This design comes from an exercise in tuning for small area on the open sky130 flow, not from production work.

==> flow/design.v <==
`timescale 1ps / 1ps
module sqrt
#(
    parameter integer D_W = 32
)
(
    input  wire                clk,
    input  wire                rst,
    input  wire                enable,
    input  wire                in_valid,
    input  wire [D_W-1:0]      qin,
    output wire                out_valid,
    output wire [(D_W>>1)-1:0] qout
);
reg [4:0] v;
always @(posedge clk) begin
    if (rst) v <= 5'd0;
    else if (enable) v <= {v[3:0], in_valid};
end
assign out_valid = v[4];
wire [1:0] a0 = qin[31:30];
wire [1:0] t0 = a0 - 2'd1;
wire ge0 = a0 != 2'd0;
wire [0:0] q1 = ge0;
wire [1:0] r1 = ge0 ? t0[1:0] : a0[1:0];
wire [3:0] a1 = {r1, qin[29:28]};
wire [4:0] t1 = {1'b0, a1} - {2'b00, q1, 2'b01};
wire ge1 = ~t1[4];
wire [1:0] q2 = {q1, ge1};
wire [2:0] r2 = ge1 ? t1[2:0] : a1[2:0];
wire [4:0] a2 = {r2, qin[27:26]};
wire [5:0] t2 = {1'b0, a2} - {2'b00, q2, 2'b01};
wire ge2 = ~t2[5];
wire [2:0] q3 = {q2, ge2};
wire [3:0] r3 = ge2 ? t2[3:0] : a2[3:0];
wire [5:0] a3 = {r3, qin[25:24]};
wire [6:0] t3 = {1'b0, a3} - {2'b00, q3, 2'b01};
wire ge3 = ~t3[6];
wire [3:0] q4 = {q3, ge3};
wire [4:0] r4 = ge3 ? t3[4:0] : a3[4:0];
wire [6:0] a4 = {r4, qin[23:22]};
wire [7:0] t4 = {1'b0, a4} - {2'b00, q4, 2'b01};
wire ge4 = ~t4[7];
wire [4:0] q5 = {q4, ge4};
wire [5:0] r5 = ge4 ? t4[5:0] : a4[5:0];
reg [4:0] q_s0;
reg [5:0] r_s0;
reg [21:0] x_s0;
always @(posedge clk) begin
    if (enable) begin
        q_s0 <= q5;
        r_s0 <= r5;
        x_s0 <= qin[21:0];
    end
end
wire [7:0] a5 = {r_s0, x_s0[21:20]};
wire [8:0] t5 = {1'b0, a5} - {2'b00, q_s0, 2'b01};
wire ge5 = ~t5[8];
wire [5:0] q6 = {q_s0, ge5};
wire [6:0] r6 = ge5 ? t5[6:0] : a5[6:0];
wire [8:0] a6 = {r6, x_s0[19:18]};
wire [9:0] t6 = {1'b0, a6} - {2'b00, q6, 2'b01};
wire ge6 = ~t6[9];
wire [6:0] q7 = {q6, ge6};
wire [7:0] r7 = ge6 ? t6[7:0] : a6[7:0];
reg [6:0] q_s1;
reg [7:0] r_s1;
reg [17:0] x_s1;
always @(posedge clk) begin
    if (enable) begin
        q_s1 <= q7;
        r_s1 <= r7;
        x_s1 <= x_s0[17:0];
    end
end
wire [9:0] a7 = {r_s1, x_s1[17:16]};
wire [10:0] t7 = {1'b0, a7} - {2'b00, q_s1, 2'b01};
wire ge7 = ~t7[10];
wire [7:0] q8 = {q_s1, ge7};
wire [8:0] r8 = ge7 ? t7[8:0] : a7[8:0];
wire [10:0] a8 = {r8, x_s1[15:14]};
wire [11:0] t8 = {1'b0, a8} - {2'b00, q8, 2'b01};
wire ge8 = ~t8[11];
wire [8:0] q9 = {q8, ge8};
wire [9:0] r9 = ge8 ? t8[9:0] : a8[9:0];
wire [11:0] a9 = {r9, x_s1[13:12]};
wire [12:0] t9 = {1'b0, a9} - {2'b00, q9, 2'b01};
wire ge9 = ~t9[12];
wire [9:0] q10 = {q9, ge9};
wire [10:0] r10 = ge9 ? t9[10:0] : a9[10:0];
reg [9:0] q_s2;
reg [10:0] r_s2;
reg [11:0] x_s2;
always @(posedge clk) begin
    if (enable) begin
        q_s2 <= q10;
        r_s2 <= r10;
        x_s2 <= x_s1[11:0];
    end
end
wire [12:0] a10 = {r_s2, x_s2[11:10]};
wire [13:0] t10 = {1'b0, a10} - {2'b00, q_s2, 2'b01};
wire ge10 = ~t10[13];
wire [10:0] q11 = {q_s2, ge10};
wire [11:0] r11 = ge10 ? t10[11:0] : a10[11:0];
wire [13:0] a11 = {r11, x_s2[9:8]};
wire [14:0] t11 = {1'b0, a11} - {2'b00, q11, 2'b01};
wire ge11 = ~t11[14];
wire [11:0] q12 = {q11, ge11};
wire [12:0] r12 = ge11 ? t11[12:0] : a11[12:0];
reg [11:0] q_s3;
reg [12:0] r_s3;
reg [7:0] x_s3;
always @(posedge clk) begin
    if (enable) begin
        q_s3 <= q12;
        r_s3 <= r12;
        x_s3 <= x_s2[7:0];
    end
end
wire [14:0] a12 = {r_s3, x_s3[7:6]};
wire [15:0] t12 = {1'b0, a12} - {2'b00, q_s3, 2'b01};
wire ge12 = ~t12[15];
wire [12:0] q13 = {q_s3, ge12};
wire [13:0] r13 = ge12 ? t12[13:0] : a12[13:0];
wire [15:0] a13 = {r13, x_s3[5:4]};
wire [16:0] t13 = {1'b0, a13} - {2'b00, q13, 2'b01};
wire ge13 = ~t13[16];
wire [13:0] q14 = {q13, ge13};
wire [14:0] r14 = ge13 ? t13[14:0] : a13[14:0];
reg [13:0] q_s4;
reg [14:0] r_s4;
reg [3:0] x_s4;
always @(posedge clk) begin
    if (enable) begin
        q_s4 <= q14;
        r_s4 <= r14;
        x_s4 <= x_s3[3:0];
    end
end
wire [18:0] a14 = {r_s4, x_s4[3:0]};
wire [19:0] u14_1 = {1'b0, a14} - {2'b00, q_s4, 3'b001};
wire [19:0] u14_2 = {1'b0, a14} - {1'b0, q_s4, 4'b0100};
wire [19:0] u14_3 = {1'b0, a14} - {1'b0, q_s4, 4'b1001} - {2'b00, q_s4, 3'b000};
wire c14_1 = ~u14_1[19];
wire c14_2 = ~u14_2[19];
wire c14_3 = ~u14_3[19];
wire [1:0] d14 = {c14_2, c14_3 | (c14_1 & ~c14_2)};
wire [15:0] q16 = {q_s4, d14};
assign qout = q16;
endmodule
export LEC_CHECK = 0
export CAP_MARGIN = 20
export CORE_MARGIN = 2
export CORE_UTILIZATION = 40
export CTS_BUF_LIST = sky130_fd_sc_hd__clkbuf_8
export GPL_TIMING_DRIVEN = 0
export SLEW_MARGIN = 20
create_clock -name core_clock -period 5.0 [get_ports {clk}]
standard.sh (not shown) runs the stock make flow with config.mk's settings and CLKGATE_MAP_FILE= SYNTH_SCRIPT=/design/flow/synth_recipe.tcl, a recipe that flattens the netlist after the stock synthesis.
==> flow/flow/run.sh <==
#!/bin/bash
# Own layout flow: the standard ORFS flow with two changes.
#  1. Synthesis is synth_recipe.tcl (the standard synthesis) except that its
#     ABC pass uses flow/area.abc, an area-oriented mapping script (dch +
#     map -a, then ABC's usual timing-driven buffering and sizing), instead of
#     ORFS's abc_speed.script.  Registers are not touched by ABC.
#  2. The port buffers are the smallest buffer cell (buf_1).
# Every tool's output goes to run.log here; ORFS's per-step logs stay under
# orfs/logs/.
set -euo pipefail
cd "$(dirname "$0")/.."
work=$(pwd)
cat > my_synth.tcl <<EOT
proc abc {args} {
  set i [lsearch -exact \$args -script]
  if {\$i >= 0} { lset args [expr {\$i + 1}] $work/flow/area.abc }
  yosys abc {*}\$args
}
source $work/synth_recipe.tcl
EOT
bash standard.sh SYNTH_SCRIPT=$work/my_synth.tcl \
  BUFFER_PORTS_ARGS="-buffer_cell sky130_fd_sc_hd__buf_1" finish > run.log 2>&1
==> flow/flow/area.abc <==
strash
dch
map -a
topo
stime -c
buffer -c
upsize -c
dnsize -c
Change:
--- a/flow/design.v
+++ b/flow/design.v
@@ -37,43 +37,45 @@
 wire [6:0] t3 = {1'b0, a3} - {2'b00, q3, 2'b01};
 wire ge3 = ~t3[6];
 wire [3:0] q4 = {q3, ge3};
 wire [4:0] r4 = ge3 ? t3[4:0] : a3[4:0];
-wire [6:0] a4 = {r4, qin[23:22]};
-wire [7:0] t4 = {1'b0, a4} - {2'b00, q4, 2'b01};
-wire ge4 = ~t4[7];
-wire [4:0] q5 = {q4, ge4};
-wire [5:0] r5 = ge4 ? t4[5:0] : a4[5:0];
-reg [4:0] q_s0;
-reg [5:0] r_s0;
-reg [21:0] x_s0;
+reg [3:0] nq_s0;   
+reg [4:0] r_s0;
+reg [23:0] x_s0;
 always @(posedge clk) begin
     if (enable) begin
-        q_s0 <= q5;
-        r_s0 <= r5;
-        x_s0 <= qin[21:0];
+        nq_s0 <= ~q4;
+        r_s0 <= r4;
+        x_s0 <= qin[23:0];
     end
 end
-wire [7:0] a5 = {r_s0, x_s0[21:20]};
-wire [8:0] t5 = {1'b0, a5} - {2'b00, q_s0, 2'b01};
+wire [3:0] q_s0 = ~nq_s0;
+wire [6:0] a4 = {r_s0, x_s0[23:22]};
+wire [7:0] t4 = {1'b0, a4} - {2'b00, q_s0, 2'b01};
+wire ge4 = ~t4[7];
+wire [4:0] q5 = {q_s0, ge4};
+wire [5:0] r5 = ge4 ? t4[5:0] : a4[5:0];
+wire [7:0] a5 = {r5, x_s0[21:20]};
+wire [8:0] t5 = {1'b0, a5} - {2'b00, q5, 2'b01};
 wire ge5 = ~t5[8];
-wire [5:0] q6 = {q_s0, ge5};
+wire [5:0] q6 = {q5, ge5};
 wire [6:0] r6 = ge5 ? t5[6:0] : a5[6:0];
 wire [8:0] a6 = {r6, x_s0[19:18]};
 wire [9:0] t6 = {1'b0, a6} - {2'b00, q6, 2'b01};
 wire ge6 = ~t6[9];
 wire [6:0] q7 = {q6, ge6};
 wire [7:0] r7 = ge6 ? t6[7:0] : a6[7:0];
-reg [6:0] q_s1;
+reg [6:0] nq_s1;   
 reg [7:0] r_s1;
 reg [17:0] x_s1;
 always @(posedge clk) begin
     if (enable) begin
-        q_s1 <= q7;
+        nq_s1 <= ~q7;
         r_s1 <= r7;
         x_s1 <= x_s0[17:0];
     end
 end
+wire [6:0] q_s1 = ~nq_s1;
 wire [9:0] a7 = {r_s1, x_s1[17:16]};
 wire [10:0] t7 = {1'b0, a7} - {2'b00, q_s1, 2'b01};
 wire ge7 = ~t7[10];
 wire [7:0] q8 = {q_s1, ge7};
@@ -87,18 +89,19 @@
 wire [12:0] t9 = {1'b0, a9} - {2'b00, q9, 2'b01};
 wire ge9 = ~t9[12];
 wire [9:0] q10 = {q9, ge9};
 wire [10:0] r10 = ge9 ? t9[10:0] : a9[10:0];
-reg [9:0] q_s2;
+reg [9:0] nq_s2;   
 reg [10:0] r_s2;
 reg [11:0] x_s2;
 always @(posedge clk) begin
     if (enable) begin
-        q_s2 <= q10;
+        nq_s2 <= ~q10;
         r_s2 <= r10;
         x_s2 <= x_s1[11:0];
     end
 end
+wire [9:0] q_s2 = ~nq_s2;
 wire [12:0] a10 = {r_s2, x_s2[11:10]};
 wire [13:0] t10 = {1'b0, a10} - {2'b00, q_s2, 2'b01};
 wire ge10 = ~t10[13];
 wire [10:0] q11 = {q_s2, ge10};
@@ -107,18 +110,19 @@
 wire [14:0] t11 = {1'b0, a11} - {2'b00, q11, 2'b01};
 wire ge11 = ~t11[14];
 wire [11:0] q12 = {q11, ge11};
 wire [12:0] r12 = ge11 ? t11[12:0] : a11[12:0];
-reg [11:0] q_s3;
+reg [11:0] nq_s3;   
 reg [12:0] r_s3;
 reg [7:0] x_s3;
 always @(posedge clk) begin
     if (enable) begin
-        q_s3 <= q12;
+        nq_s3 <= ~q12;
         r_s3 <= r12;
         x_s3 <= x_s2[7:0];
     end
 end
+wire [11:0] q_s3 = ~nq_s3;
 wire [14:0] a12 = {r_s3, x_s3[7:6]};
 wire [15:0] t12 = {1'b0, a12} - {2'b00, q_s3, 2'b01};
 wire ge12 = ~t12[15];
 wire [12:0] q13 = {q_s3, ge12};
@@ -127,18 +131,19 @@
 wire [16:0] t13 = {1'b0, a13} - {2'b00, q13, 2'b01};
 wire ge13 = ~t13[16];
 wire [13:0] q14 = {q13, ge13};
 wire [14:0] r14 = ge13 ? t13[14:0] : a13[14:0];
-reg [13:0] q_s4;
+reg [13:0] nq_s4;   
 reg [14:0] r_s4;
 reg [3:0] x_s4;
 always @(posedge clk) begin
     if (enable) begin
-        q_s4 <= q14;
+        nq_s4 <= ~q14;
         r_s4 <= r14;
         x_s4 <= x_s3[3:0];
     end
 end
+wire [13:0] q_s4 = ~nq_s4;
 wire [18:0] a14 = {r_s4, x_s4[3:0]};
 wire [19:0] u14_1 = {1'b0, a14} - {2'b00, q_s4, 3'b001};
 wire [19:0] u14_2 = {1'b0, a14} - {1'b0, q_s4, 4'b0100};
 wire [19:0] u14_3 = {1'b0, a14} - {1'b0, q_s4, 4'b1001} - {2'b00, q_s4, 3'b000};
=> The new run finished with negative setup slack left. Via count grows by a few percent. Non-clock buffer count goes up by 40. Critical path depth rises by 2. Sequential share of layout area is lower by 2.0 points.
Function was not checked in any run of this note: the RTL went through the layout flow alone.

[port drivers added, routing unchanged]
How much do the figures lean on ideal ports? The routed layouts below were timed once more, with nothing changed but the port constraints.
Step 1 assumes that a clkbuf_16 drives the clock port and a buf_2 every other input.
Step 2 also shifts input and output timing later by t, the mid clock arrival at the registers, as if the neighbouring blocks saw the same clock.
a / b / c = no drivers / after step 1 / after step 2; a / b = the first two.
run | t (ns) | setup WS [ns] | hold slack, ns | slew at the worst register clock pin (ns) | worst slew at a driven data input, ns
the first run | 0.502 | 0.140 / 0.140 / -0.124 | 0.423 / 0.423 / 0.423 | 0.09 / 0.09 | 0.05
the second run | 0.493 | -0.037 / -0.037 / -0.037 | 0.424 / 0.424 / 0.424 | 0.10 / 0.10 | 0.05
Met with ideal ports but missed after step 2: setup timing in the first run. The setup slack of the first run, which loses most, moves by 0.000 ns with the drivers and by -0.264 ns with both steps.
